Context: an optimization exercise on an open-source flow, tuned for small area and a short achievable clock period. The choices shown serve that exercise and are no tape-out recipe.
Only simulation tests tie the RTL to the original design; equivalence was not proved.
Power and IR drop assume default switching activity.

## design/flow/design.v

```verilog
`timescale 1ns/1ps
module fp_mult (
    input  logic        clk,
    input  logic        load,
    input  logic        first,
    input  logic        store,
    input  logic [31:0] a,
    input  logic [31:0] b,
    output logic [31:0] result
);
    logic        sgn;        
    logic [7:0]  exp_s;      
    logic        zero;       
    logic [22:0] man_a;
    logic [23:0] man_b;      
    logic [8:0] exp_sum;
    assign exp_sum = {a[30:23], 1'b1} + {b[30:23], 1'b1};
    always @(posedge clk) begin
        sgn   <= a[31] ^ b[31];
        exp_s <= exp_sum[8:1] ^ 8'h80;
        zero  <= (a[30:0] == 31'd0) || (b[30:0] == 31'd0);
        if (load) begin
            man_a <= a[22:0];
            man_b <= {1'b1, b[22:0]};
        end
        else begin
            man_b <= man_b >> 5;
        end
    end
    logic [4:0] digit;
    assign digit = man_b[4:0];
    logic [25:0] acc_s, acc_c;
    logic        acc_e;
    logic [25:0] x;
    assign x = {1'b1, man_a, 2'b00};
    logic [25:0] ns, nc;
    logic        ne;
    fp_mult_step step (.x(x),
                       .d(digit),
                       .s(first ? 26'd0 : acc_s),
                       .c(first ? 26'd0 : acc_c),
                       .e(acc_e & ~first),
                       .ns(ns),
                       .nc(nc),
                       .ne(ne));
    always @(posedge clk) begin
        acc_s <= ns;
        acc_c <= nc;
        acc_e <= ne;
    end
    logic [7:0] e2;
    logic       s2, z2;
    always @(posedge clk) begin
        if (first) begin
            e2 <= exp_s;
            s2 <= sgn;
            z2 <= zero;
        end
    end
    logic [26:0] p2;
    logic [25:0] p;
    assign p2 = {acc_s, 1'b1} + {acc_c, acc_e};
    assign p  = p2[26:1];
    logic [31:0] r0, r1;
    always @(*) begin
        if (z2)
            r0 = 32'd0;
        else if (e2 == 8'hFF)
            r0 = {s2, 8'hFF, 23'd0};
        else if (e2 == 8'h00)
            r0 = {s2, 8'h00, 23'd0};
        else
            r0 = {s2, e2, p[22:0]};
        if (z2)
            r1 = 32'd0;
        else if (e2 == 8'hFE)
            r1 = {s2, 8'hFF, 23'd0};
        else if (e2 == 8'hFF)
            r1 = {s2, 8'h00, 23'd0};
        else
            r1 = {s2, e2 + 8'd1, p[23:1]};
    end
    always @(posedge clk) begin
        if (store)
            result <= p[24] ? r1 : r0;
    end
endmodule
module fp_mult_step (
    input  logic [25:0] x,
    input  logic [4:0]  d,
    input  logic [25:0] s,
    input  logic [25:0] c,
    input  logic        e,
    output logic [25:0] ns,
    output logic [25:0] nc,
    output logic        ne
);
    logic [25:0] pp0;
    assign pp0 = x & {26{d[0]}};
    logic [25:0] pp1;
    assign pp1 = x & {26{d[1]}};
    logic [25:0] pp2;
    assign pp2 = x & {26{d[2]}};
    logic [25:0] pp3;
    assign pp3 = x & {26{d[3]}};
    logic [25:0] pp4;
    assign pp4 = x & {26{d[4]}};
    logic hs1;
    logic hc2;
    logic fs3;
    logic fc4;
    logic fs5;
    logic fc6;
    logic fs7;
    logic fc8;
    logic fs9;
    logic fc10;
    logic fs11;
    logic fc12;
    logic fs13;
    logic fc14;
    logic fs15;
    logic fc16;
    logic fs17;
    logic fc18;
    logic fs19;
    logic fc20;
    logic fs21;
    logic fc22;
    logic fs23;
    logic fc24;
    logic fs25;
    logic fc26;
    logic fs27;
    logic fc28;
    logic fs29;
    logic fc30;
    logic fs31;
    logic fc32;
    logic fs33;
    logic fc34;
    logic fs35;
    logic fc36;
    logic fs37;
    logic fc38;
    logic fs39;
    logic fc40;
    logic hs41;
    logic hc42;
    logic fs43;
    logic fc44;
    logic hs45;
    logic hc46;
    logic fs47;
    logic fc48;
    logic fs49;
    logic fc50;
    logic fs51;
    logic fc52;
    logic fs53;
    logic fc54;
    logic fs55;
    logic fc56;
    logic fs57;
    logic fc58;
    logic fs59;
    logic fc60;
    logic fs61;
    logic fc62;
    logic fs63;
    logic fc64;
    logic fs65;
    logic fc66;
    logic fs67;
    logic fc68;
    logic fs69;
    logic fc70;
    logic fs71;
    logic fc72;
    logic fs73;
    logic fc74;
    logic fs75;
    logic fc76;
    logic fs77;
    logic fc78;
    logic fs79;
    logic fc80;
    logic fs81;
    logic fc82;
    logic fs83;
    logic fc84;
    logic fs85;
    logic fc86;
    logic fs87;
    logic fc88;
    logic fs89;
    logic fc90;
    logic fs91;
    logic fc92;
    logic fs93;
    logic fc94;
    logic fs95;
    logic fc96;
    logic fs97;
    logic fc98;
    logic fs99;
    logic fc100;
    logic fs101;
    logic fc102;
    logic fs103;
    logic fc104;
    logic fs105;
    logic fc106;
    logic fs107;
    logic fc108;
    logic fs109;
    logic fc110;
    logic fs111;
    logic fc112;
    logic fs113;
    logic fc114;
    logic fs115;
    logic fc116;
    logic fs117;
    logic fc118;
    logic fs119;
    logic fc120;
    logic fs121;
    logic fc122;
    logic fs123;
    logic fc124;
    logic fs125;
    logic fc126;
    logic fs127;
    logic fc128;
    logic hs129;
    logic hc130;
    logic hs131;
    logic hc132;
    logic hs133;
    logic hc134;
    logic fs135;
    logic fc136;
    logic fs137;
    logic fc138;
    logic fs139;
    logic fc140;
    logic fs141;
    logic fc142;
    logic fs143;
    logic fc144;
    logic fs145;
    logic fc146;
    logic fs147;
    logic fc148;
    logic fs149;
    logic fc150;
    logic fs151;
    logic fc152;
    logic fs153;
    logic fc154;
    logic fs155;
    logic fc156;
    logic fs157;
    logic fc158;
    logic fs159;
    logic fc160;
    logic fs161;
    logic fc162;
    logic fs163;
    logic fc164;
    logic fs165;
    logic fc166;
    logic fs167;
    logic fc168;
    logic fs169;
    logic fc170;
    logic fs171;
    logic fc172;
    logic fs173;
    logic fc174;
    logic fs175;
    logic fc176;
    logic fs177;
    logic fc178;
    logic fs179;
    logic fc180;
    logic fs181;
    logic fc182;
    logic hs183;
    logic hc184;
    logic hs185;
    logic hc186;
    logic hs187;
    logic hc188;
    logic fs189;
    logic fc190;
    logic fs191;
    logic fc192;
    logic fs193;
    logic fc194;
    logic fs195;
    logic fc196;
    logic fs197;
    logic fc198;
    logic fs199;
    logic fc200;
    logic fs201;
    logic fc202;
    logic fs203;
    logic fc204;
    logic fs205;
    logic fc206;
    logic fs207;
    logic fc208;
    logic fs209;
    logic fc210;
    logic fs211;
    logic fc212;
    logic fs213;
    logic fc214;
    logic fs215;
    logic fc216;
    logic fs217;
    logic fc218;
    logic fs219;
    logic fc220;
    logic fs221;
    logic fc222;
    logic fs223;
    logic fc224;
    logic fs225;
    logic fc226;
    logic fs227;
    logic fc228;
    logic fs229;
    logic fc230;
    logic fs231;
    logic fc232;
    logic fs233;
    logic fc234;
    logic fs235;
    logic fc236;
    logic fs237;
    logic fc238;
    logic fs239;
    logic fc240;
    logic fs241;
    logic fc242;
    logic hs243;
    logic hc244;
    logic hs245;
    logic hc246;
    logic fs247;
    logic fc248;
    logic fs249;
    logic fc250;
    logic fs251;
    logic fc252;
    logic fs253;
    logic fc254;
    assign hs1 = s[6] ^ c[6];
    assign hc2 = s[6] & c[6];
    fp_fa u_fs3 (.a(s[7]), .b(c[7]), .c(pp0[7]), .s(fs3), .co(fc4));
    fp_fa u_fs5 (.a(s[8]), .b(c[8]), .c(pp0[8]), .s(fs5), .co(fc6));
    fp_fa u_fs7 (.a(s[9]), .b(c[9]), .c(pp0[9]), .s(fs7), .co(fc8));
    fp_fa u_fs9 (.a(s[10]), .b(c[10]), .c(pp0[10]), .s(fs9), .co(fc10));
    fp_fa u_fs11 (.a(s[11]), .b(c[11]), .c(pp0[11]), .s(fs11), .co(fc12));
    fp_fa u_fs13 (.a(s[12]), .b(c[12]), .c(pp0[12]), .s(fs13), .co(fc14));
    fp_fa u_fs15 (.a(s[13]), .b(c[13]), .c(pp0[13]), .s(fs15), .co(fc16));
    fp_fa u_fs17 (.a(s[14]), .b(c[14]), .c(pp0[14]), .s(fs17), .co(fc18));
    fp_fa u_fs19 (.a(s[15]), .b(c[15]), .c(pp0[15]), .s(fs19), .co(fc20));
    fp_fa u_fs21 (.a(s[16]), .b(c[16]), .c(pp0[16]), .s(fs21), .co(fc22));
    fp_fa u_fs23 (.a(s[17]), .b(c[17]), .c(pp0[17]), .s(fs23), .co(fc24));
    fp_fa u_fs25 (.a(s[18]), .b(c[18]), .c(pp0[18]), .s(fs25), .co(fc26));
    fp_fa u_fs27 (.a(s[19]), .b(c[19]), .c(pp0[19]), .s(fs27), .co(fc28));
    fp_fa u_fs29 (.a(s[20]), .b(c[20]), .c(pp0[20]), .s(fs29), .co(fc30));
    fp_fa u_fs31 (.a(s[21]), .b(c[21]), .c(pp0[21]), .s(fs31), .co(fc32));
    fp_fa u_fs33 (.a(s[22]), .b(c[22]), .c(pp0[22]), .s(fs33), .co(fc34));
    fp_fa u_fs35 (.a(s[23]), .b(c[23]), .c(pp0[23]), .s(fs35), .co(fc36));
    fp_fa u_fs37 (.a(s[24]), .b(c[24]), .c(pp0[24]), .s(fs37), .co(fc38));
    fp_fa u_fs39 (.a(s[25]), .b(c[25]), .c(pp0[25]), .s(fs39), .co(fc40));
    assign hs41 = s[4] ^ c[4];
    assign hc42 = s[4] & c[4];
    fp_fa u_fs43 (.a(s[5]), .b(c[5]), .c(pp0[5]), .s(fs43), .co(fc44));
    assign hs45 = pp1[4] ^ pp2[3];
    assign hc46 = pp1[4] & pp2[3];
    fp_fa u_fs47 (.a(hs1), .b(pp0[6]), .c(pp1[5]), .s(fs47), .co(fc48));
    fp_fa u_fs49 (.a(pp2[4]), .b(pp3[3]), .c(pp4[2]), .s(fs49), .co(fc50));
    fp_fa u_fs51 (.a(fs3), .b(pp1[6]), .c(pp2[5]), .s(fs51), .co(fc52));
    fp_fa u_fs53 (.a(pp3[4]), .b(pp4[3]), .c(hc2), .s(fs53), .co(fc54));
    fp_fa u_fs55 (.a(fs5), .b(pp1[7]), .c(pp2[6]), .s(fs55), .co(fc56));
    fp_fa u_fs57 (.a(pp3[5]), .b(pp4[4]), .c(fc4), .s(fs57), .co(fc58));
    fp_fa u_fs59 (.a(fs7), .b(pp1[8]), .c(pp2[7]), .s(fs59), .co(fc60));
    fp_fa u_fs61 (.a(pp3[6]), .b(pp4[5]), .c(fc6), .s(fs61), .co(fc62));
    fp_fa u_fs63 (.a(fs9), .b(pp1[9]), .c(pp2[8]), .s(fs63), .co(fc64));
    fp_fa u_fs65 (.a(pp3[7]), .b(pp4[6]), .c(fc8), .s(fs65), .co(fc66));
    fp_fa u_fs67 (.a(fs11), .b(pp1[10]), .c(pp2[9]), .s(fs67), .co(fc68));
    fp_fa u_fs69 (.a(pp3[8]), .b(pp4[7]), .c(fc10), .s(fs69), .co(fc70));
    fp_fa u_fs71 (.a(fs13), .b(pp1[11]), .c(pp2[10]), .s(fs71), .co(fc72));
    fp_fa u_fs73 (.a(pp3[9]), .b(pp4[8]), .c(fc12), .s(fs73), .co(fc74));
    fp_fa u_fs75 (.a(fs15), .b(pp1[12]), .c(pp2[11]), .s(fs75), .co(fc76));
    fp_fa u_fs77 (.a(pp3[10]), .b(pp4[9]), .c(fc14), .s(fs77), .co(fc78));
    fp_fa u_fs79 (.a(fs17), .b(pp1[13]), .c(pp2[12]), .s(fs79), .co(fc80));
    fp_fa u_fs81 (.a(pp3[11]), .b(pp4[10]), .c(fc16), .s(fs81), .co(fc82));
    fp_fa u_fs83 (.a(fs19), .b(pp1[14]), .c(pp2[13]), .s(fs83), .co(fc84));
    fp_fa u_fs85 (.a(pp3[12]), .b(pp4[11]), .c(fc18), .s(fs85), .co(fc86));
    fp_fa u_fs87 (.a(fs21), .b(pp1[15]), .c(pp2[14]), .s(fs87), .co(fc88));
    fp_fa u_fs89 (.a(pp3[13]), .b(pp4[12]), .c(fc20), .s(fs89), .co(fc90));
    fp_fa u_fs91 (.a(fs23), .b(pp1[16]), .c(pp2[15]), .s(fs91), .co(fc92));
    fp_fa u_fs93 (.a(pp3[14]), .b(pp4[13]), .c(fc22), .s(fs93), .co(fc94));
    fp_fa u_fs95 (.a(fs25), .b(pp1[17]), .c(pp2[16]), .s(fs95), .co(fc96));
    fp_fa u_fs97 (.a(pp3[15]), .b(pp4[14]), .c(fc24), .s(fs97), .co(fc98));
    fp_fa u_fs99 (.a(fs27), .b(pp1[18]), .c(pp2[17]), .s(fs99), .co(fc100));
    fp_fa u_fs101 (.a(pp3[16]), .b(pp4[15]), .c(fc26), .s(fs101), .co(fc102));
    fp_fa u_fs103 (.a(fs29), .b(pp1[19]), .c(pp2[18]), .s(fs103), .co(fc104));
    fp_fa u_fs105 (.a(pp3[17]), .b(pp4[16]), .c(fc28), .s(fs105), .co(fc106));
    fp_fa u_fs107 (.a(fs31), .b(pp1[20]), .c(pp2[19]), .s(fs107), .co(fc108));
    fp_fa u_fs109 (.a(pp3[18]), .b(pp4[17]), .c(fc30), .s(fs109), .co(fc110));
    fp_fa u_fs111 (.a(fs33), .b(pp1[21]), .c(pp2[20]), .s(fs111), .co(fc112));
    fp_fa u_fs113 (.a(pp3[19]), .b(pp4[18]), .c(fc32), .s(fs113), .co(fc114));
    fp_fa u_fs115 (.a(fs35), .b(pp1[22]), .c(pp2[21]), .s(fs115), .co(fc116));
    fp_fa u_fs117 (.a(pp3[20]), .b(pp4[19]), .c(fc34), .s(fs117), .co(fc118));
    fp_fa u_fs119 (.a(fs37), .b(pp1[23]), .c(pp2[22]), .s(fs119), .co(fc120));
    fp_fa u_fs121 (.a(pp3[21]), .b(pp4[20]), .c(fc36), .s(fs121), .co(fc122));
    fp_fa u_fs123 (.a(fs39), .b(pp1[24]), .c(pp2[23]), .s(fs123), .co(fc124));
    fp_fa u_fs125 (.a(pp3[22]), .b(pp4[21]), .c(fc38), .s(fs125), .co(fc126));
    fp_fa u_fs127 (.a(pp1[25]), .b(pp2[24]), .c(pp3[23]), .s(fs127), .co(fc128));
    assign hs129 = pp4[22] ^ fc40;
    assign hc130 = pp4[22] & fc40;
    assign hs131 = pp2[25] ^ pp3[24];
    assign hc132 = pp2[25] & pp3[24];
    assign hs133 = s[3] ^ c[3];
    assign hc134 = s[3] & c[3];
    fp_fa u_fs135 (.a(hs41), .b(pp0[4]), .c(pp1[3]), .s(fs135), .co(fc136));
    fp_fa u_fs137 (.a(fs43), .b(hs45), .c(pp3[2]), .s(fs137), .co(fc138));
    fp_fa u_fs139 (.a(fs47), .b(fs49), .c(fc44), .s(fs139), .co(fc140));
    fp_fa u_fs141 (.a(fs51), .b(fs53), .c(fc48), .s(fs141), .co(fc142));
    fp_fa u_fs143 (.a(fs55), .b(fs57), .c(fc52), .s(fs143), .co(fc144));
    fp_fa u_fs145 (.a(fs59), .b(fs61), .c(fc56), .s(fs145), .co(fc146));
    fp_fa u_fs147 (.a(fs63), .b(fs65), .c(fc60), .s(fs147), .co(fc148));
    fp_fa u_fs149 (.a(fs67), .b(fs69), .c(fc64), .s(fs149), .co(fc150));
    fp_fa u_fs151 (.a(fs71), .b(fs73), .c(fc68), .s(fs151), .co(fc152));
    fp_fa u_fs153 (.a(fs75), .b(fs77), .c(fc72), .s(fs153), .co(fc154));
    fp_fa u_fs155 (.a(fs79), .b(fs81), .c(fc76), .s(fs155), .co(fc156));
    fp_fa u_fs157 (.a(fs83), .b(fs85), .c(fc80), .s(fs157), .co(fc158));
    fp_fa u_fs159 (.a(fs87), .b(fs89), .c(fc84), .s(fs159), .co(fc160));
    fp_fa u_fs161 (.a(fs91), .b(fs93), .c(fc88), .s(fs161), .co(fc162));
    fp_fa u_fs163 (.a(fs95), .b(fs97), .c(fc92), .s(fs163), .co(fc164));
    fp_fa u_fs165 (.a(fs99), .b(fs101), .c(fc96), .s(fs165), .co(fc166));
    fp_fa u_fs167 (.a(fs103), .b(fs105), .c(fc100), .s(fs167), .co(fc168));
    fp_fa u_fs169 (.a(fs107), .b(fs109), .c(fc104), .s(fs169), .co(fc170));
    fp_fa u_fs171 (.a(fs111), .b(fs113), .c(fc108), .s(fs171), .co(fc172));
    fp_fa u_fs173 (.a(fs115), .b(fs117), .c(fc112), .s(fs173), .co(fc174));
    fp_fa u_fs175 (.a(fs119), .b(fs121), .c(fc116), .s(fs175), .co(fc176));
    fp_fa u_fs177 (.a(fs123), .b(fs125), .c(fc120), .s(fs177), .co(fc178));
    fp_fa u_fs179 (.a(fs127), .b(hs129), .c(fc124), .s(fs179), .co(fc180));
    fp_fa u_fs181 (.a(hs131), .b(pp4[23]), .c(fc128), .s(fs181), .co(fc182));
    assign hs183 = pp3[25] ^ pp4[24];
    assign hc184 = pp3[25] & pp4[24];
    assign hs185 = s[0] ^ c[0];
    assign hc186 = s[0] & c[0];
    assign hs187 = s[1] ^ c[1];
    assign hc188 = s[1] & c[1];
    fp_fa u_fs189 (.a(s[2]), .b(c[2]), .c(pp0[2]), .s(fs189), .co(fc190));
    fp_fa u_fs191 (.a(hs133), .b(pp0[3]), .c(pp1[2]), .s(fs191), .co(fc192));
    fp_fa u_fs193 (.a(fs135), .b(pp2[2]), .c(hc134), .s(fs193), .co(fc194));
    fp_fa u_fs195 (.a(fs137), .b(hc42), .c(fc136), .s(fs195), .co(fc196));
    fp_fa u_fs197 (.a(fs139), .b(hc46), .c(fc138), .s(fs197), .co(fc198));
    fp_fa u_fs199 (.a(fs141), .b(fc50), .c(fc140), .s(fs199), .co(fc200));
    fp_fa u_fs201 (.a(fs143), .b(fc54), .c(fc142), .s(fs201), .co(fc202));
    fp_fa u_fs203 (.a(fs145), .b(fc58), .c(fc144), .s(fs203), .co(fc204));
    fp_fa u_fs205 (.a(fs147), .b(fc62), .c(fc146), .s(fs205), .co(fc206));
    fp_fa u_fs207 (.a(fs149), .b(fc66), .c(fc148), .s(fs207), .co(fc208));
    fp_fa u_fs209 (.a(fs151), .b(fc70), .c(fc150), .s(fs209), .co(fc210));
    fp_fa u_fs211 (.a(fs153), .b(fc74), .c(fc152), .s(fs211), .co(fc212));
    fp_fa u_fs213 (.a(fs155), .b(fc78), .c(fc154), .s(fs213), .co(fc214));
    fp_fa u_fs215 (.a(fs157), .b(fc82), .c(fc156), .s(fs215), .co(fc216));
    fp_fa u_fs217 (.a(fs159), .b(fc86), .c(fc158), .s(fs217), .co(fc218));
    fp_fa u_fs219 (.a(fs161), .b(fc90), .c(fc160), .s(fs219), .co(fc220));
    fp_fa u_fs221 (.a(fs163), .b(fc94), .c(fc162), .s(fs221), .co(fc222));
    fp_fa u_fs223 (.a(fs165), .b(fc98), .c(fc164), .s(fs223), .co(fc224));
    fp_fa u_fs225 (.a(fs167), .b(fc102), .c(fc166), .s(fs225), .co(fc226));
    fp_fa u_fs227 (.a(fs169), .b(fc106), .c(fc168), .s(fs227), .co(fc228));
    fp_fa u_fs229 (.a(fs171), .b(fc110), .c(fc170), .s(fs229), .co(fc230));
    fp_fa u_fs231 (.a(fs173), .b(fc114), .c(fc172), .s(fs231), .co(fc232));
    fp_fa u_fs233 (.a(fs175), .b(fc118), .c(fc174), .s(fs233), .co(fc234));
    fp_fa u_fs235 (.a(fs177), .b(fc122), .c(fc176), .s(fs235), .co(fc236));
    fp_fa u_fs237 (.a(fs179), .b(fc126), .c(fc178), .s(fs237), .co(fc238));
    fp_fa u_fs239 (.a(fs181), .b(hc130), .c(fc180), .s(fs239), .co(fc240));
    fp_fa u_fs241 (.a(hs183), .b(hc132), .c(fc182), .s(fs241), .co(fc242));
    assign hs243 = pp4[25] ^ hc184;
    assign hc244 = pp4[25] & hc184;
    assign hs245 = hs185 ^ e;
    assign hc246 = hs185 & e;
    fp_fa u_fs247 (.a(hs187), .b(hc186), .c(hc246), .s(fs247), .co(fc248));
    fp_fa u_fs249 (.a(fs189), .b(hc188), .c(fc248), .s(fs249), .co(fc250));
    fp_fa u_fs251 (.a(fs191), .b(fc190), .c(fc250), .s(fs251), .co(fc252));
    fp_fa u_fs253 (.a(fs193), .b(fc192), .c(fc252), .s(fs253), .co(fc254));
    assign ns[0] = fs195;
    assign nc[0] = fc194;
    assign ns[1] = fs197;
    assign nc[1] = fc196;
    assign ns[2] = fs199;
    assign nc[2] = fc198;
    assign ns[3] = fs201;
    assign nc[3] = fc200;
    assign ns[4] = fs203;
    assign nc[4] = fc202;
    assign ns[5] = fs205;
    assign nc[5] = fc204;
    assign ns[6] = fs207;
    assign nc[6] = fc206;
    assign ns[7] = fs209;
    assign nc[7] = fc208;
    assign ns[8] = fs211;
    assign nc[8] = fc210;
    assign ns[9] = fs213;
    assign nc[9] = fc212;
    assign ns[10] = fs215;
    assign nc[10] = fc214;
    assign ns[11] = fs217;
    assign nc[11] = fc216;
    assign ns[12] = fs219;
    assign nc[12] = fc218;
    assign ns[13] = fs221;
    assign nc[13] = fc220;
    assign ns[14] = fs223;
    assign nc[14] = fc222;
    assign ns[15] = fs225;
    assign nc[15] = fc224;
    assign ns[16] = fs227;
    assign nc[16] = fc226;
    assign ns[17] = fs229;
    assign nc[17] = fc228;
    assign ns[18] = fs231;
    assign nc[18] = fc230;
    assign ns[19] = fs233;
    assign nc[19] = fc232;
    assign ns[20] = fs235;
    assign nc[20] = fc234;
    assign ns[21] = fs237;
    assign nc[21] = fc236;
    assign ns[22] = fs239;
    assign nc[22] = fc238;
    assign ns[23] = fs241;
    assign nc[23] = fc240;
    assign ns[24] = hs243;
    assign nc[24] = fc242;
    assign ns[25] = hc244;
    assign nc[25] = 1'b0;
    assign ne = fc254;
endmodule
module fp_fa (
    input  logic a,
    input  logic b,
    input  logic c,
    output logic s,
    output logic co
);
    assign {co, s} = {1'b0, a} + {1'b0, b} + {1'b0, c};
endmodule
`timescale 1ns/1ps
module fp_add (
    input  logic        clk,
    input  logic        rst,
    input  logic        add,
    input  logic        update,
    input  logic        run,
    input  logic [31:0] b,
    output logic [31:0] sum
);
    logic [31:0] a;
    assign a = sum;
    logic za, zb;
    assign zb = (b[30:23] == 8'd0);
    logic [23:0] man_a, man_b;
    assign man_a = {~za, a[22:0]};
    assign man_b = {~zb, b[22:0]};
    logic [8:0] diff;
    logic [7:0] mag;
    assign diff = {1'b0, a[30:23]} - {1'b0, b[30:23]};
    assign mag  = diff[8] ? -diff[7:0] : diff[7:0];
    logic       swap;
    logic [4:0] shamt;
    always @(posedge clk) begin
        swap  <= diff[8];
        shamt <= (mag[7:5] != 3'd0) ? 5'd31 : mag[4:0];
    end
    logic        swap_r;
    logic [23:0] minor;
    always @(posedge clk) begin
        swap_r <= swap;
        minor  <= (swap ? man_a : man_b) >> shamt;
    end
    logic        larger;     
    logic        s_sgn;
    logic [7:0]  s_exp;
    logic [24:0] s_man;
    always @(posedge clk) begin
        if (add) begin
            s_sgn <= (za && zb) ? 1'b0 : (larger ? a[31] : b[31]);
            s_exp <= swap_r ? b[30:23] : a[30:23];
            s_man <= {1'b0, swap_r ? man_b : man_a} + {1'b0, minor};
        end
    end
    always @(posedge clk or negedge rst) begin
        if (!rst)
            larger <= 1'b0;
        else if (add && run)
            larger <= !diff[8] && (diff[7:0] != 8'd0 || a[22:0] > b[22:0]);
    end
    logic norm;
    assign norm = s_man[24] && !s_man[23] && (s_exp != 8'd0);
    logic [31:0] next;
    assign next = {s_sgn, s_exp + {7'd0, norm}, norm ? s_man[23:1] : s_man[22:0]};
    always @(posedge clk or negedge rst) begin
        if (!rst) begin
            sum <= 32'd0;
            za  <= 1'b1;
        end
        else if (update) begin
            sum <= next;
            za  <= (next[30:0] == 31'd0);
        end
    end
endmodule
`timescale 1ns/1ps
module PE (
    input clk,
    input rst,
    input logic [31:0] PE_in_a,
    input logic [31:0] PE_in_b,
    output logic [31:0] PE_out_r
);
    logic [4:0] pm;      
    logic [5:0] pa;      
    logic       run;     
    always @(posedge clk or negedge rst) begin
        if (!rst) begin
            pm  <= 5'b00001;
            pa  <= 6'b000001;
            run <= 1'b0;
        end
        else begin
            pm <= {pm[3:0], pm[4]};
            pa <= {pa[4:0], pa[5]};
            if (pa[5])
                run <= 1'b1;
        end
    end
    logic [31:0] prod;
    fp_mult uut_1 (.clk(clk),
                   .load(pm[0]),
                   .first(pm[1]),
                   .store(pm[1] & ~pa[2]),
                   .a(PE_in_a),
                   .b(PE_in_b),
                   .result(prod));
    fp_add uut_2 (.clk(clk),
                  .rst(rst),
                  .add((pa[4] & ~pm[2]) | (pa[3] & pm[1])),
                  .update(pa[5] & run),
                  .run(run),
                  .b(prod),
                  .sum(PE_out_r));
endmodule
```

## design/flow/flow/run.sh

```bash
#!/bin/bash
set -euo pipefail
bash standard.sh finish SETUP_SLACK_MARGIN=8.6 "BUFFER_PORTS_ARGS=-buffer_cell sky130_fd_sc_hd__buf_2" SYNTH_KEEP_MODULES=fp_fa > flow.log 2>&1
```

## design/flow/standard.sh

```bash
#!/bin/bash
# synth_recipe.tcl (not shown) runs the flow's synth.tcl, then flattens the netlist and writes it again
# the make line also repeats each setting of config.mk as NAME=value (left out here)
make -C /OpenROAD-flow-scripts/flow DESIGN_CONFIG=/design/flow/config.mk WORK_HOME=/design/flow/orfs CLKGATE_MAP_FILE= SYNTH_SCRIPT=/design/flow/synth_recipe.tcl "${@:-finish}"
```

## design/flow/config.mk

```make
export PLATFORM = sky130hd
export DESIGN_NAME = PE
export DESIGN_NICKNAME = PE
export VERILOG_FILES = /design/flow/design.v
export SDC_FILE = /design/flow/constraint.sdc
export NUM_CORES = 4
export LEC_CHECK = 0
export CAP_MARGIN = 20
export CORE_MARGIN = 2
export CORE_UTILIZATION = 55
export CTS_CLUSTER_DIAMETER = 80
export CTS_CLUSTER_SIZE = 24
export SLEW_MARGIN = 20
```

## design/flow/constraint.sdc

```tcl
create_clock -name core_clock -period 12.0 [get_ports {clk}]
set_input_delay 2.4000 -clock core_clock [delete_from_list [all_inputs] [get_ports {clk}]]
set_output_delay 2.4000 -clock core_clock [all_outputs]
set_load 0.01 [all_outputs]
```

==> report_table.html, run 1 <==
<table>
<tr><th>Metric</th><th>Value</th></tr>
<tr><th colspan="2">Outcome</th></tr>
<tr><td>Outcome</td><td>complete, no violations</td></tr>
<tr><th colspan="2">Synthesis</th></tr>
<tr><td>Area of the mapped netlist</td><td>0.0173 mm^2</td></tr>
<tr><td>Yosys synthesis warning count</td><td>3</td></tr>
<tr><td>Async S/R FF share, synth</td><td>0.176</td></tr>
<tr><td>Mapped Nets</td><td>1940</td></tr>
<tr><td>Sequential area share after synthesis</td><td>0.374</td></tr>
<tr><td>Xor/xnor cell area share of the yosys netlist</td><td>0.0338</td></tr>
<tr><td>Number of enable flip-flop cells after synthesis</td><td>99</td></tr>
<tr><td>Library cells used by synthesis</td><td>68</td></tr>
<tr><td>Synthesized instance count</td><td>1652</td></tr>
<tr><td>Multiplexer area fraction after synthesis</td><td>0.0682</td></tr>
<tr><td>Simple-gate share of the synthesized area</td><td>0.169</td></tr>
<tr><td>Main combinational cell family by area after synthesis</td><td>adder cells</td></tr>
<tr><td>Average instance area after synthesis</td><td>10.5 um^2</td></tr>
<tr><td>Fraction of post-synthesis cell area in the top cell type by area</td><td>0.172</td></tr>
<tr><td>Synthesized-area fraction occupied by ao, oa, aoi and oai cells</td><td>0.112</td></tr>
<tr><td>Area share of fa/ha/maj cells after synthesis</td><td>0.213</td></tr>
<tr><td>Biggest area contributors in the synthesized netlist</td><td>sky130_fd_sc_hd__edfxtp_1 (17%), sky130_fd_sc_hd__fa_1 (14%), sky130_fd_sc_hd__dfxtp_1 (14%), sky130_fd_sc_hd__ha_1 (7.4%), sky130_fd_sc_hd__dfrtp_1 (6.2%)</td></tr>
<tr><td>Prevailing post-synth register cell</td><td>sky130_fd_sc_hd__dfxtp_1</td></tr>
<tr><td>Post-synthesis register bit count</td><td>262</td></tr>
<tr><td>Synth area leader</td><td>sky130_fd_sc_hd__edfxtp_1</td></tr>
<tr><th colspan="2">Detailed routing</th></tr>
<tr><td>Number of design rule violations left after detail routing</td><td>0</td></tr>
<tr><td>Per-cell via count in the routed design</td><td>5.79</td></tr>
<tr><td>Drt first-iter violations</td><td>757</td></tr>
<tr><td>Number of detailed-routing iterations run before antenna repair</td><td>5</td></tr>
<tr><td>Total via count after detailed routing</td><td>12569</td></tr>
<tr><td>Avg WL per Cell</td><td>19.4 um</td></tr>
<tr><td>Aggregate routed wire length</td><td>42.2 mm</td></tr>
<tr><td>Antenna violation net count after detailed routing</td><td>0</td></tr>
<tr><th colspan="2">Placed design</th></tr>
<tr><td>Total of buffers placed on input and output ports</td><td>97</td></tr>
<tr><td>Sum of net half-perimeters after detailed placement</td><td>31.2 mm</td></tr>
<tr><td>Placed Cells</td><td>2086</td></tr>
<tr><td>Weighted congestion reported at the end of routability-driven placement</td><td>0.888</td></tr>
<tr><td>Worst slack at placement</td><td>8.12 ns</td></tr>
<tr><th colspan="2">Worst setup path</th></tr>
<tr><td>Critical path launch point type</td><td>flop</td></tr>
<tr><td>Crit-path cells</td><td>buf_6</td></tr>
<tr><td>Startpoint of the worst register-to-register path</td><td>uut_2.swap_r$_DFF_P_</td></tr>
<tr><td>Slowest CP cell</td><td>sky130_fd_sc_hd__dfrtp_2</td></tr>
<tr><td>Reg-to-reg endpoint</td><td>uut_2.s_man[22]$_DFFE_PN_</td></tr>
<tr><td>CP endpoint kind</td><td>primary output</td></tr>
<tr><td>Arrival time reported for the critical path endpoint</td><td>1.08 ns</td></tr>
<tr><td>Number of buffers and inverters on the critical path</td><td>1</td></tr>
<tr><td>WS Path Type</td><td>flop to primary output</td></tr>
<tr><td>Required time of the critical path</td><td>9.60 ns</td></tr>
<tr><td>Largest stage delay, worst path</td><td>0.45 ns</td></tr>
<tr><td>CP max FO</td><td>3</td></tr>
<tr><td>Largest delay contributor family on the critical path</td><td>flip-flops</td></tr>
<tr><td>Reg2Reg Depth</td><td>12</td></tr>
<tr><td>R2r setup slk</td><td>8.67 ns</td></tr>
<tr><th colspan="2">Worst hold path</th></tr>
<tr><td>Hold Path Cell Cnt</td><td>0</td></tr>
<tr><td>Classification of the worst-slack hold path</td><td>flop to flop</td></tr>
<tr><td>Hold path start</td><td>pm[4]$_DFF_PN0_</td></tr>
<tr><td>Worst Hold End</td><td>pm[0]$_DFF_PN1_</td></tr>
<tr><th colspan="2">STA</th></tr>
<tr><td>Setup repair after global routing missed its margin</td><td>yes</td></tr>
<tr><td>Final min period</td><td>3.48 ns</td></tr>
<tr><td>Final setup violation count</td><td>0</td></tr>
<tr><td>Clock skew</td><td>0.0279 ns</td></tr>
<tr><td>Final Slew Violations</td><td>0</td></tr>
<tr><td>Smallest setup slack after layout</td><td>8.52 ns</td></tr>
<tr><td>Fmax</td><td>288 MHz</td></tr>
<tr><td>Worst slew pin tran</td><td>1.30 ns</td></tr>
<tr><td>Final total negative setup slack</td><td>0 ns</td></tr>
<tr><td>Slew margin rel.</td><td>0.134</td></tr>
<tr><td>Crit share post-route</td><td>0.290</td></tr>
<tr><td>Number of hold violations in the final report</td><td>0</td></tr>
<tr><th colspan="2">Floorplan</th></tr>
<tr><td>Total number of placement rows</td><td>64</td></tr>
<tr><td>Total Die Area</td><td>0.0329 mm^2</td></tr>
<tr><td>Total I/O pin count</td><td>98</td></tr>
<tr><td>Die height</td><td>181 um</td></tr>
<tr><td>Total core area</td><td>0.0307 mm^2</td></tr>
<tr><td>Initial standard-cell utilization of the core</td><td>0.563</td></tr>
<tr><td>Die X</td><td>181 um</td></tr>
<tr><th colspan="2">Global route</th></tr>
<tr><td>Number of global-route vias before repair</td><td>12723</td></tr>
<tr><td>GR Util All Layers</td><td>0.259</td></tr>
<tr><td>Initial antenna violation count</td><td>0</td></tr>
<tr><td>Overflow left after global routing</td><td>0</td></tr>
<tr><td>First-pass GRT wire length</td><td>67.9 mm</td></tr>
<tr><td>Pin count of the biggest net entering global routing</td><td>66</td></tr>
<tr><th colspan="2">Job</th></tr>
<tr><td>Reported max-cap violation count</td><td>0</td></tr>
<tr><th colspan="2">Power</th></tr>
<tr><td>Post-layout total power</td><td>1.62 mW</td></tr>
<tr><td>Worst vdd ir</td><td>0.100 mV</td></tr>
<tr><td>Power per cell area</td><td>83.0 mW/mm^2</td></tr>
<tr><td>Leakage Power</td><td>8.99 nW</td></tr>
<tr><th colspan="2">Clock tree</th></tr>
<tr><td>Bufs on Longest Clock Path</td><td>3</td></tr>
<tr><td>H-tree lvl count</td><td>1</td></tr>
<tr><td>TritonCTS clock tree</td><td>yes</td></tr>
<tr><td>Number of sinks driven by the clock tree</td><td>262</td></tr>
<tr><td>Root Buffer Master</td><td>sky130_fd_sc_hd__clkbuf_16</td></tr>
<tr><td>CTS clk-pin slew, worst paths</td><td>0.09 ns</td></tr>
<tr><td>Clock latency (worst-skew pair)</td><td>0.52 ns</td></tr>
<tr><td>Inserted Clock Buffers</td><td>19</td></tr>
<tr><th colspan="2">Finish</th></tr>
<tr><td>Cell Count, Final, Fillers Out</td><td>2171</td></tr>
<tr><td>FILL cells</td><td>2554</td></tr>
<tr><td>Final layout net count</td><td>2051</td></tr>
<tr><td>Growth of design area from synthesis to finish</td><td>13.0%</td></tr>
<tr><td>Antenna diode count</td><td>0</td></tr>
<tr><td>Final Util</td><td>0.636</td></tr>
<tr><td>Share of post-route cells with drive strength above 1</td><td>0.189</td></tr>
</table>
## worst max-delay path by stage
stage                     slack [ns]                 startpoint                     end  cells past startpoint
after CTS                       8.47  uut_2.sum[27]$_DFFE_PN0P_            PE_out_r[27]                      1
final                           8.52  uut_2.sum[27]$_DFFE_PN0P_            PE_out_r[27]                      1
after global routing            8.50   uut_2.sum[0]$_DFFE_PN0P_             PE_out_r[0]                      1
after floorplan                 8.38                PE_in_a[23]  uut_1.exp_s[6]$_DFF_P_                      9
after detailed placement        8.12                PE_in_a[23]  uut_1.exp_s[6]$_DFF_P_                     10
after global placement          8.14                PE_in_a[23]  uut_1.exp_s[6]$_DFF_P_                     10
## stage by stage
stage	hold slack [ns]	instance area (um^2)
2_1_floorplan	0.329	17400
3_3_place_gp	0.335	18200
3_5_place_dp	0.336	18200
4_1_cts	0.353	19300
5_1_grt	0.358	19600
6_report	0.355	19600
## registers in the layout, summed over array words and instances, names as in the netlist, 5 cells and up
signal	flops
uut_1.e2	8
uut_1.man_a	23
uut_1.acc_s	26
uut_2.s_exp	8
uut_2.sum	32
uut_1.exp_s	8
uut_2.minor	24
uut_1.acc_c	25
uut_2.s_man	25
pm	5
uut_1.man_b	24
uut_1.result	32
pa	6
uut_2.shamt	5
## cell usage in the layout (no fill, tap or decap), types with 48 or more instances in the layout
cell                         n
sky130_fd_sc_hd__mux2_2     56
sky130_fd_sc_hd__fa_1      118
sky130_fd_sc_hd__ha_1       99
sky130_fd_sc_hd__inv_1      60
sky130_fd_sc_hd__a21oi_1    85
sky130_fd_sc_hd__o21ai_0    48
sky130_fd_sc_hd__and2_1    121
sky130_fd_sc_hd__nor2_1    105
sky130_fd_sc_hd__buf_2      70
sky130_fd_sc_hd__nand2_1   137
sky130_fd_sc_hd__edfxtp_1   99
sky130_fd_sc_hd__nor2b_1    55
sky130_fd_sc_hd__buf_4      58
sky130_fd_sc_hd__dfxtp_1   115
## area by class of cell
type	instances	area, um^2	area share
clock buffer	23	490	0.0251
tap	396	495	0.0253
inverter	64	260	0.0133
multi-input combinational	1256	10500	0.537
timing repair buffer	160	1180	0.0606
clock inverter	10	109	0.00557
sequential	262	6510	0.333
## logic make-up after synthesis
group / after synthesis
simple gates: 572
compound gates: 302
flops: 262
fa+ha+maj: 222
buf+inv: 136
mux: 91
xor+xnor: 66
other cells: 1
## per-layer routing
| metal | part of all wire | up-vias | global-route usage | wire length [um] |
|---|---|---|---|---|
| li1 | - | 6058 | - | - |
| met1 | 0.45 | 6141 | 0.358 | 18900 |
| met2 | 0.48 | 310 | 0.436 | 20300 |
| met3 | 0.039 | 60 | 0.0251 | 1660 |
| met4 | 0.031 | 0 | 0.0751 | 1300 |
| met5 | 0 | - | 0 | 0 |
## modules after synthesis, one instance, submodules excluded
module	copies in the design	cells inside	flip-flops and latches	cell area, um^2
PE	1	1536	262	15000
fp_fa	116	1	0	20.0
## what timing repair did
item                       in CTS  in global routing
buffers inserted               31                 17
hold buffers                    0                  0
resized for setup              60                 27
pin swaps                       1                 17
hold endpoints to repair        0                  0
setup endpoints to repair      67                 71
cloned                          1                  3
## where the power goes
part           switching, mW  internal, mW
sequential           0.00177         0.926
combinational         0.0240        0.0217
clock                  0.341         0.308
total                  0.367          1.26
## cells in the mapped netlist (all sizes together), types with 4 or more instances
master   count
mux4        16
fa         120
dfrtp       43
ha         102
o2111ai      4
buf         13
o21bai      11
nor2       105
inv         64
nor3        11
clkbuf      59
nor3b        6
or2          7
o22ai       10
xnor2       42
nor4        20
and3         9
nand2      137
edfxtp      99
a211o        4
xor2        24
a21boi       4
mux2i       19
mux2        56
and2       122
o21a         7
or3          9
a21o        29
a211oi      13
dfxtp      117
nand2b       8
a31oi       38
nor2b       56
nand3       43
a21oi       93
nand4       30
or4          5
o21ai       56
o211ai       8
==> inputs of run 2 (changes only) <==
==> design/flow/flow/run.sh (replaced) <==
#!/bin/bash
set -euo pipefail
bash standard.sh finish SETUP_SLACK_MARGIN=8.3 "BUFFER_PORTS_ARGS=-buffer_cell sky130_fd_sc_hd__buf_2" SYNTH_KEEP_MODULES=fp_fa > flow.log 2>&1
==> report_table.html, run 2 <==
<table>
<tr><th>Metric</th><th>Value</th></tr>
<tr><th colspan="2">Outcome</th></tr>
<tr><td>Outcome</td><td>complete, no violations (unchanged)</td></tr>
<tr><th colspan="2">STA</th></tr>
<tr><td>Smallest setup slack after layout</td><td>8.36 ns (was 8.52 ns)</td></tr>
<tr><td>Worst slew pin tran</td><td>0.971 ns (was 1.30 ns)</td></tr>
<tr><td>Slew margin rel.</td><td>0.352 (was 0.134)</td></tr>
<tr><td>Final Slew Violations</td><td>0 (unchanged)</td></tr>
<tr><td>Crit share post-route</td><td>0.303 (was 0.290)</td></tr>
<tr><td>Final setup violation count</td><td>0 (unchanged)</td></tr>
<tr><td>Final total negative setup slack</td><td>0 ns (unchanged)</td></tr>
<tr><td>Clock skew</td><td>0.0181 ns (was 0.0279 ns)</td></tr>
<tr><td>Setup repair after global routing missed its margin</td><td>yes (unchanged)</td></tr>
<tr><td>Final min period</td><td>3.64 ns (was 3.48 ns)</td></tr>
<tr><td>Number of hold violations in the final report</td><td>0 (unchanged)</td></tr>
<tr><td>Fmax</td><td>275 MHz (was 288 MHz)</td></tr>
<tr><th colspan="2">Synthesis</th></tr>
<tr><td>Most frequently used cell type in the post-synthesis netlist</td><td>sky130_fd_sc_hd__nand2_1 (unchanged)</td></tr>
<tr><td>Async S/R FF share, synth</td><td>0.176 (unchanged)</td></tr>
<tr><td>Commonest cells in the synthesized netlist</td><td>sky130_fd_sc_hd__nand2_1 (137), sky130_fd_sc_hd__and2_1 (122), sky130_fd_sc_hd__fa_1 (120) (unchanged)</td></tr>
<tr><td>Fraction of post-synthesis cell area in the top cell type by area</td><td>0.172 (unchanged)</td></tr>
<tr><td>Library cells used by synthesis</td><td>68 (unchanged)</td></tr>
<tr><td>Number of enable flip-flop cells after synthesis</td><td>99 (unchanged)</td></tr>
<tr><td>Prevailing post-synth register cell</td><td>sky130_fd_sc_hd__dfxtp_1 (unchanged)</td></tr>
<tr><td>Average instance area after synthesis</td><td>10.5 um^2 (unchanged)</td></tr>
<tr><td>Post-synthesis register bit count</td><td>262 (unchanged)</td></tr>
<tr><td>Biggest area contributors in the synthesized netlist</td><td>sky130_fd_sc_hd__edfxtp_1 (17%), sky130_fd_sc_hd__fa_1 (14%), sky130_fd_sc_hd__dfxtp_1 (14%), sky130_fd_sc_hd__ha_1 (7.4%), sky130_fd_sc_hd__dfrtp_1 (6.2%) (unchanged)</td></tr>
<tr><td>Synth area leader</td><td>sky130_fd_sc_hd__edfxtp_1 (unchanged)</td></tr>
<tr><td>Yosys synthesis warning count</td><td>3 (unchanged)</td></tr>
<tr><td>Sequential area share after synthesis</td><td>0.374 (unchanged)</td></tr>
<tr><td>Mapped Nets</td><td>1940 (unchanged)</td></tr>
<tr><td>Area of the mapped netlist</td><td>0.0173 mm^2 (unchanged)</td></tr>
<tr><td>Synthesized instance count</td><td>1652 (unchanged)</td></tr>
<tr><th colspan="2">Detailed routing</th></tr>
<tr><td>Number of design rule violations left after detail routing</td><td>0 (unchanged)</td></tr>
<tr><td>Drt first-iter violations</td><td>668 (was 757)</td></tr>
<tr><td>Aggregate routed wire length</td><td>40.4 mm (was 42.2 mm)</td></tr>
<tr><td>Avg WL per Cell</td><td>19.0 um (was 19.4 um)</td></tr>
<tr><td>Total via count after detailed routing</td><td>12334 (was 12569)</td></tr>
<tr><td>Antenna violation net count after detailed routing</td><td>0 (unchanged)</td></tr>
<tr><td>Per-cell via count in the routed design</td><td>5.81 (was 5.79)</td></tr>
<tr><td>Number of detailed-routing iterations run before antenna repair</td><td>5 (unchanged)</td></tr>
<tr><th colspan="2">Worst setup path</th></tr>
<tr><td>Crit-path cells</td><td>buf_2 (was buf_6)</td></tr>
<tr><td>Arrival time reported for the critical path endpoint</td><td>1.24 ns (was 1.08 ns)</td></tr>
<tr><td>Required time of the critical path</td><td>9.60 ns (about the same)</td></tr>
<tr><td>WS Path Type</td><td>flop to primary output (unchanged)</td></tr>
<tr><td>Number of buffers and inverters on the critical path</td><td>1 (unchanged)</td></tr>
<tr><td>Largest delay contributor family on the critical path</td><td>flip-flops (unchanged)</td></tr>
<tr><td>Critical path launch point type</td><td>flop (unchanged)</td></tr>
<tr><td>CP endpoint kind</td><td>primary output (unchanged)</td></tr>
<tr><td>CP max FO</td><td>6 (was 3)</td></tr>
<tr><td>Slowest CP cell</td><td>sky130_fd_sc_hd__dfrtp_1 (was sky130_fd_sc_hd__dfrtp_2)</td></tr>
<tr><td>Largest stage delay, worst path</td><td>0.53 ns (was 0.45 ns)</td></tr>
<tr><th colspan="2">Global route</th></tr>
<tr><td>Fraction of met2 tracks used by global routing</td><td>0.427 (was 0.436)</td></tr>
<tr><td>First-pass GRT wire length</td><td>66.1 mm (was 67.9 mm)</td></tr>
<tr><td>Pin count of the biggest net entering global routing</td><td>66 (unchanged)</td></tr>
<tr><td>Fraction of met1 tracks used by global routing</td><td>0.335 (was 0.358)</td></tr>
<tr><td>Overflow left after global routing</td><td>0 (unchanged)</td></tr>
<tr><td>GR Util All Layers</td><td>0.252 (was 0.259)</td></tr>
<tr><td>Initial antenna violation count</td><td>0 (unchanged)</td></tr>
<tr><td>Most congested layer reported by global routing</td><td>met2 (unchanged)</td></tr>
<tr><td>Number of global-route vias before repair</td><td>12530 (was 12723)</td></tr>
<tr><td>Global-route met3 utilization</td><td>0.0263 (was 0.0251)</td></tr>
<tr><th colspan="2">Power</th></tr>
<tr><td>Power per cell area</td><td>87.3 mW/mm^2 (was 83.0 mW/mm^2)</td></tr>
<tr><td>Leakage Power</td><td>8.70 nW (was 8.99 nW)</td></tr>
<tr><td>Worst vdd ir</td><td>0.110 mV (was 0.100 mV)</td></tr>
<tr><th colspan="2">Placed design</th></tr>
<tr><td>Weighted congestion reported at the end of routability-driven placement</td><td>0.911 (was 0.888)</td></tr>
<tr><td>Placed Cells</td><td>2087 (was 2086)</td></tr>
<tr><td>Worst slack at placement</td><td>7.88 ns (was 8.12 ns)</td></tr>
<tr><td>Total of buffers placed on input and output ports</td><td>97 (unchanged)</td></tr>
<tr><td>Sum of net half-perimeters after detailed placement</td><td>31.3 mm (was 31.2 mm)</td></tr>
<tr><th colspan="2">Clock tree</th></tr>
<tr><td>Inserted Clock Buffers</td><td>19 (unchanged)</td></tr>
<tr><td>CTS clk-pin slew, worst paths</td><td>0.09 ns (about the same)</td></tr>
<tr><td>H-tree lvl count</td><td>1 (unchanged)</td></tr>
<tr><td>TritonCTS clock tree</td><td>yes (unchanged)</td></tr>
<tr><td>Root Buffer Master</td><td>sky130_fd_sc_hd__clkbuf_16 (unchanged)</td></tr>
<tr><td>Number of sinks driven by the clock tree</td><td>262 (unchanged)</td></tr>
<tr><td>Bufs on Longest Clock Path</td><td>3 (unchanged)</td></tr>
<tr><td>Hold_buf cts</td><td>0 (unchanged)</td></tr>
<tr><td>Clock latency (worst-skew pair)</td><td>0.53 ns (was 0.52 ns)</td></tr>
<tr><th colspan="2">Floorplan</th></tr>
<tr><td>Total Die Area</td><td>0.0329 mm^2 (unchanged)</td></tr>
<tr><td>Die X</td><td>181 um (unchanged)</td></tr>
<tr><td>Total number of placement rows</td><td>64 (unchanged)</td></tr>
<tr><td>Total I/O pin count</td><td>98 (unchanged)</td></tr>
<tr><td>Die height</td><td>181 um (unchanged)</td></tr>
<tr><td>Total core area</td><td>0.0307 mm^2 (unchanged)</td></tr>
<tr><td>Initial standard-cell utilization of the core</td><td>0.563 (unchanged)</td></tr>
<tr><th colspan="2">Finish</th></tr>
<tr><td>Most frequent cells in the layout</td><td>sky130_fd_sc_hd__nand2_1 (137), sky130_fd_sc_hd__and2_1 (121), sky130_fd_sc_hd__fa_1 (119) (was sky130_fd_sc_hd__nand2_1 (137), sky130_fd_sc_hd__and2_1 (121), sky130_fd_sc_hd__fa_1 (118))</td></tr>
<tr><td>Leading cell type in the layout, fill and taps excluded</td><td>sky130_fd_sc_hd__nand2_1 (unchanged)</td></tr>
<tr><td>Footprint of the multi-input gates</td><td>0.0104 mm^2 (was 0.0105 mm^2)</td></tr>
<tr><td>Share of post-route cells with drive strength above 1</td><td>0.146 (was 0.189)</td></tr>
<tr><td>Cell Count, Final, Fillers Out</td><td>2122 (was 2171)</td></tr>
<tr><td>Antenna diode count</td><td>0 (unchanged)</td></tr>
<tr><td>FILL cells</td><td>2601 (was 2554)</td></tr>
<tr><td>Growth of design area from synthesis to finish</td><td>8.99% (was 13.0%)</td></tr>
<tr><td>Biggest registers after layout</td><td>uut_1.result: 32 flops, uut_2.sum: 32 flops, uut_1.acc_s: 26 flops (unchanged)</td></tr>
<tr><td>Final layout net count</td><td>2002 (was 2051)</td></tr>
<tr><td>FF/Latch Area</td><td>0.00647 mm^2 (was 0.00651 mm^2)</td></tr>
<tr><th colspan="2">Job</th></tr>
<tr><td>Reported max-cap violation count</td><td>0 (unchanged)</td></tr>
<tr><th colspan="2">Worst hold path</th></tr>
<tr><td>Classification of the worst-slack hold path</td><td>flop to flop (unchanged)</td></tr>
</table>
## run 2: cell counts after synthesis
No cell type changed its count.
## run 2: Yosys stat by module, one instance, submodules excluded
module / flops+latches / cell area (um^2) / cells / copies in the design
PE: 262 / 15000 / 1536 / 1
fp_fa: 0 / 20.0 / 1 / 116
## run 2: area by class of cell
type | count | share of cell area
clock buffer | 19 | 0.0252
clock inverter | 14 | 0.00829
inverter | 64 | 0.0127
multi-input combinational | 1254 | 0.551
sequential | 262 | 0.343
tap | 396 | 0.0263
timing repair buffer | 113 | 0.0337
## run 2: final timing paths
kind / start / to / slack, ns / cells after the start
worst max register to register: uut_2.swap_r$_DFF_P_ / uut_2.s_man[22]$_DFFE_PN_ / 8.40 / 12
worst min register to register: pm[3]$_DFF_PN0_ / pm[4]$_DFF_PN0_ / 0.37 / 0
max in group asynchronous: rst / uut_2.sum[15]$_DFFE_PN0P_ / 9.56 / 2
worst max-delay path: uut_2.sum[20]$_DFFE_PN0P_ / PE_out_r[20] / 8.36 / 1
worst min-delay path: pm[3]$_DFF_PN0_ / pm[4]$_DFF_PN0_ / 0.37 / 0
min in group asynchronous: rst / pa[5]$_DFF_PN0_ / 1.95 / 2
## run 2: logic make-up (layout without fill, tap and decap cells)
kind of cell               Yosys count  after routing  share of synthesized area
AOI/OAI and AO/OA                  302            302                      0.112
xor gates and xnor gates            66             66                     0.0338
adders and majority gates          222            222                      0.213
buffers and inverters              136            210                     0.0304
DFF                                262            262                      0.374
muxes                               91             91                     0.0682
other                                1              1                   0.000217
and+or+nand+nor                    572            572                      0.169
## run 2: power by group
group          switching [mW]  total, mW  leakage [nW]  internal (mW)
clock network           0.363      0.676         0.305          0.313
logic                  0.0228     0.0420          6.09         0.0192
registers             0.00164      0.928          2.30          0.926
## run 2: timing repair
| action | 4_1_cts | 5_1_grt |
|---|---|---|
| resized for setup | 5 | 4 |
| buffers inserted | 0 | 1 |
| cloned | 0 | 1 |
| pin swaps | 0 | 1 |
| endpoints found under the setup margin | 3 | 5 |
## run 2: routing by layer
layer / wire, um / up-vias
met5: 0 / -
met2: 19300 / 292
met4: 1690 / 0
met3: 1650 / 75
met1: 17700 / 6016
li1: - / 5951
## run 2: per-stage QoR
stage / total power, mW / util / hold slack (ns) / cell area [um^2]
floorplan: 0.967 / - / 0.329 / 17300
global placement: 0.990 / 0.590 / 0.335 / 18100
detailed placement: 0.991 / 0.590 / 0.339 / 18100
CTS: 1.66 / 0.612 / 0.370 / 18800
global route: 1.70 / 0.613 / 0.366 / 18900
finish: 1.65 / 0.613 / 0.367 / 18900
==> inputs of run 3 (changes only) <==
==> design/flow/flow/run.sh (replaced) <==
#!/bin/bash
set -euo pipefail
bash standard.sh finish SETUP_SLACK_MARGIN=8.45 "BUFFER_PORTS_ARGS=-buffer_cell sky130_fd_sc_hd__buf_2" SYNTH_KEEP_MODULES=fp_fa > flow.log 2>&1
==> report_table.html, run 3 <==
<table>
<tr><th>Metric</th><th>Value</th></tr>
<tr><th colspan="2">Outcome</th></tr>
<tr><td>Outcome</td><td>complete, no violations (unchanged)</td></tr>
<tr><th colspan="2">Synthesis</th></tr>
<tr><td>Async S/R FF share, synth</td><td>0.176 (unchanged)</td></tr>
<tr><td>Synthesized instance count</td><td>1652 (unchanged)</td></tr>
<tr><td>Area of the mapped netlist</td><td>0.0173 mm^2 (unchanged)</td></tr>
<tr><td>Mapped Nets</td><td>1940 (unchanged)</td></tr>
<tr><td>Yosys synthesis warning count</td><td>3 (unchanged)</td></tr>
<tr><td>Fraction of post-synthesis cell area in the top cell type by area</td><td>0.172 (unchanged)</td></tr>
<tr><td>Average instance area after synthesis</td><td>10.5 um^2 (unchanged)</td></tr>
<tr><td>Post-synthesis register bit count</td><td>262 (unchanged)</td></tr>
<tr><td>Prevailing post-synth register cell</td><td>sky130_fd_sc_hd__dfxtp_1 (unchanged)</td></tr>
<tr><td>Library cells used by synthesis</td><td>68 (unchanged)</td></tr>
<tr><td>Number of enable flip-flop cells after synthesis</td><td>99 (unchanged)</td></tr>
<tr><td>Biggest area contributors in the synthesized netlist</td><td>sky130_fd_sc_hd__edfxtp_1 (17%), sky130_fd_sc_hd__fa_1 (14%), sky130_fd_sc_hd__dfxtp_1 (14%), sky130_fd_sc_hd__ha_1 (7.4%), sky130_fd_sc_hd__dfrtp_1 (6.2%) (unchanged)</td></tr>
<tr><td>Synth area leader</td><td>sky130_fd_sc_hd__edfxtp_1 (unchanged)</td></tr>
<tr><td>Most frequently used cell type in the post-synthesis netlist</td><td>sky130_fd_sc_hd__nand2_1 (unchanged)</td></tr>
<tr><td>Commonest cells in the synthesized netlist</td><td>sky130_fd_sc_hd__nand2_1 (137), sky130_fd_sc_hd__and2_1 (122), sky130_fd_sc_hd__fa_1 (120) (unchanged)</td></tr>
<tr><td>Sequential area share after synthesis</td><td>0.374 (unchanged)</td></tr>
<tr><th colspan="2">Worst hold path</th></tr>
<tr><td>Hold path start</td><td>pm[4]$_DFF_PN0_ (was pm[3]$_DFF_PN0_)</td></tr>
<tr><td>Hold Path Cell Cnt</td><td>0 (unchanged)</td></tr>
<tr><td>Worst Hold End</td><td>pm[0]$_DFF_PN1_ (was pm[4]$_DFF_PN0_)</td></tr>
<tr><td>Classification of the worst-slack hold path</td><td>flop to flop (unchanged)</td></tr>
<tr><th colspan="2">Detailed routing</th></tr>
<tr><td>Number of detailed-routing iterations run before antenna repair</td><td>5 (unchanged)</td></tr>
<tr><td>Total via count after detailed routing</td><td>12388 (was 12334)</td></tr>
<tr><td>Detailed route wirelength on metal3</td><td>1.54 mm (was 1.65 mm)</td></tr>
<tr><td>Detailed-route wire length on metal 1</td><td>18.2 mm (was 17.7 mm)</td></tr>
<tr><td>Drt first-iter violations</td><td>647 (was 668)</td></tr>
<tr><td>Avg WL per Cell</td><td>19.1 um (was 19.0 um)</td></tr>
<tr><td>Number of design rule violations left after detail routing</td><td>0 (unchanged)</td></tr>
<tr><td>Uppermost routed layer</td><td>met4 (unchanged)</td></tr>
<tr><td>Aggregate routed wire length</td><td>40.8 mm (was 40.4 mm)</td></tr>
<tr><td>Per-cell via count in the routed design</td><td>5.79 (was 5.81)</td></tr>
<tr><td>Antenna violation net count after detailed routing</td><td>0 (unchanged)</td></tr>
<tr><td>DR WL met2</td><td>19.7 mm (was 19.3 mm)</td></tr>
<tr><th colspan="2">Global route</th></tr>
<tr><td>Pin count of the biggest net entering global routing</td><td>66 (unchanged)</td></tr>
<tr><td>Overflow left after global routing</td><td>0 (unchanged)</td></tr>
<tr><td>Number of global-route vias before repair</td><td>12596 (was 12530)</td></tr>
<tr><td>GR Util All Layers</td><td>0.255 (was 0.252)</td></tr>
<tr><td>First-pass GRT wire length</td><td>66.8 mm (was 66.1 mm)</td></tr>
<tr><td>Initial antenna violation count</td><td>0 (unchanged)</td></tr>
<tr><th colspan="2">Clock tree</th></tr>
<tr><td>Clock latency (worst-skew pair)</td><td>0.51 ns (was 0.53 ns)</td></tr>
<tr><td>CTS clk-pin slew, worst paths</td><td>0.09 ns (about the same)</td></tr>
<tr><td>Inserted Clock Buffers</td><td>17 (was 19)</td></tr>
<tr><td>Root Buffer Master</td><td>sky130_fd_sc_hd__clkbuf_16 (unchanged)</td></tr>
<tr><td>Number of sinks driven by the clock tree</td><td>262 (unchanged)</td></tr>
<tr><td>Bufs on Longest Clock Path</td><td>3 (unchanged)</td></tr>
<tr><td>H-tree lvl count</td><td>1 (unchanged)</td></tr>
<tr><td>TritonCTS clock tree</td><td>yes (unchanged)</td></tr>
<tr><th colspan="2">Worst setup path</th></tr>
<tr><td>Startpoint of the worst register-to-register path</td><td>uut_1.man_b[0]$_DFF_P_ (was uut_2.swap_r$_DFF_P_)</td></tr>
<tr><td>Largest delay contributor family on the critical path</td><td>flip-flops (unchanged)</td></tr>
<tr><td>Slowest CP cell</td><td>sky130_fd_sc_hd__dfrtp_2 (was sky130_fd_sc_hd__dfrtp_1)</td></tr>
<tr><td>Largest stage delay, worst path</td><td>0.46 ns (was 0.53 ns)</td></tr>
<tr><td>Crit-path cells</td><td>buf_2 (unchanged)</td></tr>
<tr><td>WS Path Type</td><td>flop to primary output (unchanged)</td></tr>
<tr><td>CP endpoint kind</td><td>primary output (unchanged)</td></tr>
<tr><td>Reg-to-reg endpoint</td><td>uut_1.acc_s[6]$_DFF_P_ (was uut_2.s_man[22]$_DFFE_PN_)</td></tr>
<tr><td>R2r setup slk</td><td>8.59 ns (was 8.40 ns)</td></tr>
<tr><td>Required time of the critical path</td><td>9.60 ns (about the same)</td></tr>
<tr><td>Critical path launch point type</td><td>flop (unchanged)</td></tr>
<tr><td>Number of buffers and inverters on the critical path</td><td>1 (unchanged)</td></tr>
<tr><td>Arrival time reported for the critical path endpoint</td><td>1.12 ns (was 1.24 ns)</td></tr>
<tr><td>Reg2Reg Depth</td><td>5 (was 12)</td></tr>
<tr><td>CP max FO</td><td>6 (unchanged)</td></tr>
<tr><td>Startpoint of the most critical setup path</td><td>uut_2.sum[17]$_DFFE_PN0P_ (was uut_2.sum[20]$_DFFE_PN0P_)</td></tr>
<tr><th colspan="2">Floorplan</th></tr>
<tr><td>Total Die Area</td><td>0.0329 mm^2 (unchanged)</td></tr>
<tr><td>Total core area</td><td>0.0307 mm^2 (unchanged)</td></tr>
<tr><td>Die X</td><td>181 um (unchanged)</td></tr>
<tr><td>Die height</td><td>181 um (unchanged)</td></tr>
<tr><td>Total I/O pin count</td><td>98 (unchanged)</td></tr>
<tr><td>Initial standard-cell utilization of the core</td><td>0.563 (unchanged)</td></tr>
<tr><td>Total number of placement rows</td><td>64 (unchanged)</td></tr>
<tr><th colspan="2">STA</th></tr>
<tr><td>Clock skew</td><td>0.0119 ns (was 0.0181 ns)</td></tr>
<tr><td>Final setup violation count</td><td>0 (unchanged)</td></tr>
<tr><td>Number of hold violations in the final report</td><td>0 (unchanged)</td></tr>
<tr><td>Final min period</td><td>3.52 ns (was 3.64 ns)</td></tr>
<tr><td>Setup repair after global routing missed its margin</td><td>yes (unchanged)</td></tr>
<tr><td>Post-route worst hold slack</td><td>0.356 ns (was 0.367 ns)</td></tr>
<tr><td>Final Slew Violations</td><td>0 (unchanged)</td></tr>
<tr><td>Final total negative setup slack</td><td>0 ns (unchanged)</td></tr>
<tr><td>Crit share post-route</td><td>0.293 (was 0.303)</td></tr>
<tr><td>Worst slew pin tran</td><td>0.956 ns (was 0.971 ns)</td></tr>
<tr><td>Slew margin rel.</td><td>0.362 (was 0.352)</td></tr>
<tr><td>Fmax</td><td>284 MHz (was 275 MHz)</td></tr>
<tr><th colspan="2">Finish</th></tr>
<tr><td>Growth of design area from synthesis to finish</td><td>9.54% (was 8.99%)</td></tr>
<tr><td>Leading cell type in the layout, fill and taps excluded</td><td>sky130_fd_sc_hd__nand2_1 (unchanged)</td></tr>
<tr><td>Final layout net count</td><td>2022 (was 2002)</td></tr>
<tr><td>Biggest registers after layout</td><td>uut_1.result: 32 flops, uut_2.sum: 32 flops, uut_1.acc_s: 26 flops (unchanged)</td></tr>
<tr><td>FILL cells</td><td>2575 (was 2601)</td></tr>
<tr><td>Most frequent cells in the layout</td><td>sky130_fd_sc_hd__nand2_1 (137), sky130_fd_sc_hd__and2_1 (121), sky130_fd_sc_hd__fa_1 (119) (unchanged)</td></tr>
<tr><td>Cell Count, Final, Fillers Out</td><td>2140 (was 2122)</td></tr>
<tr><td>Antenna diode count</td><td>0 (unchanged)</td></tr>
<tr><td>Share of post-route cells with drive strength above 1</td><td>0.167 (was 0.146)</td></tr>
<tr><th colspan="2">Power</th></tr>
<tr><td>Power per cell area</td><td>83.1 mW/mm^2 (was 87.3 mW/mm^2)</td></tr>
<tr><td>Worst vdd ir</td><td>0.111 mV (was 0.110 mV)</td></tr>
<tr><td>Leakage Power</td><td>8.72 nW (was 8.70 nW)</td></tr>
<tr><th colspan="2">Placed design</th></tr>
<tr><td>Weighted congestion reported at the end of routability-driven placement</td><td>0.901 (was 0.911)</td></tr>
<tr><td>Placed Cells</td><td>2086 (was 2087)</td></tr>
<tr><td>Sum of net half-perimeters after detailed placement</td><td>31.3 mm (about the same)</td></tr>
<tr><td>Total of buffers placed on input and output ports</td><td>97 (unchanged)</td></tr>
<tr><th colspan="2">Job</th></tr>
<tr><td>Reported max-cap violation count</td><td>0 (unchanged)</td></tr>
</table>
-- run 3: cell counts after synthesis --
No cell type changed its count.
-- run 3: worst register-to-register path, cell delays in order, from the launching register on --
cell                      delay (ns)
sky130_fd_sc_hd__dfxtp_1        0.95
sky130_fd_sc_hd__and2_1         0.27
sky130_fd_sc_hd__fa_1           0.47
sky130_fd_sc_hd__fa_1           0.55
sky130_fd_sc_hd__fa_1           0.53
sky130_fd_sc_hd__fa_1           0.51
-- run 3: area by class of cell --
| cell class | instances | area (um^2) | share of cell area |
|---|---|---|---|
| repair buffers | 135 | 803 | 0.0424 |
| clock inverters | 9 | 90.1 | 0.00475 |
| clock buffers | 20 | 437 | 0.0230 |
| multi-input cells | 1254 | 10400 | 0.548 |
| flip-flops and latches | 262 | 6510 | 0.343 |
| inverters | 64 | 240 | 0.0127 |
| well taps | 396 | 495 | 0.0261 |
-- run 3: routing by layer --
metal / GRT usage / vias up
met3: 0.0237 / 59
met5: 0 / -
met4: 0.0774 / 0
li1: - / 5996
met1: 0.344 / 6051
met2: 0.437 / 282
-- run 3: timing repair --
item                                    4_1_cts  5_1_grt
hold buffers                                  0        0
pin swaps                                     0        2
endpoints found under the setup margin       38       13
gates resized for setup                      32        4
buffers inserted                             16        8
-- run 3: cells by family (layout without fill, tap and decap cells) --
| group | Yosys count | in the layout | synth area share |
|---|---|---|---|
| AOI/OAI and AO/OA | 302 | 302 | 0.112 |
| xor gates and xnor gates | 66 | 66 | 0.0338 |
| adders and majority gates | 222 | 222 | 0.213 |
| buffers and inverters | 136 | 228 | 0.0304 |
| DFF | 262 | 262 | 0.374 |
| muxes | 91 | 91 | 0.0682 |
| other | 1 | 1 | 0.000217 |
| and+or+nand+nor | 572 | 572 | 0.169 |
-- run 3: worst max path at each step --
stage	to	slack, ns	depth (start not counted)
4_1_cts	uut_2.s_man[22]$_DFFE_PN_	8.40	13
3_5_place_dp	uut_1.zero$_DFF_P_	7.86	4
2_1_floorplan	uut_1.exp_s[6]$_DFF_P_	8.34	9
3_3_place_gp	uut_1.zero$_DFF_P_	7.90	4
5_1_grt	uut_2.s_man[22]$_DFFE_PN_	8.44	14
6_report	PE_out_r[17]	8.48	1
-- run 3: through the flow --
stage	util	worst slack [ns]	instance area [um^2]	power [mW]
2_1_floorplan	-	8.34	17300	0.967
3_3_place_gp	0.590	7.90	18100	0.990
3_5_place_dp	0.590	7.86	18100	0.990
4_1_cts	0.613	8.40	18900	1.60
5_1_grt	0.616	8.44	19000	1.63
6_report	0.616	8.48	19000	1.58
-- run 3: modules after synthesis (local to each module, per instance) --
module  cell area, um^2  times used  flip-flops and latches
PE                15000           1                     262
fp_fa              20.0         116                       0
-- run 3: report_power, final --
part	switching, mW	internal (mW)	total (mW)	leakage (nW)
Combinational	0.0224	0.0191	0.0415	6.21
Sequential	0.00176	0.926	0.928	2.26
Clock	0.329	0.277	0.606	0.255

## afterwards: timing with drivers on the ports
In the flow no input, the clock included, has a driving cell. The finished layouts below were timed again as built, in two steps.
Step 1 assumes that a clkbuf_16 drives the clock port and a buf_2 every other input.
Step 2, shift: input delay + t, output delay - t, t = (earliest + latest rising clock arrival at the registers) / 2. This alone moves slack from input paths to output paths.
Slacks: ideal ports / drivers / drivers and shift; pairs: ideal ports / drivers.
run	shift t [ns]	setup slack, ns	slew at the worst register clock pin (ns)
run 1	0.557	8.522 / 8.470 / 8.103	0.10 / 0.10
run 2	0.569	8.359 / 8.306 / 8.066	0.10 / 0.10
run 3	0.557	8.478 / 8.427 / 8.104	0.10 / 0.10
After both steps setup and hold are still met in every run listed. The setup slack of run 1, which loses most, moves by -0.052 ns with the drivers and by -0.419 ns with both steps.
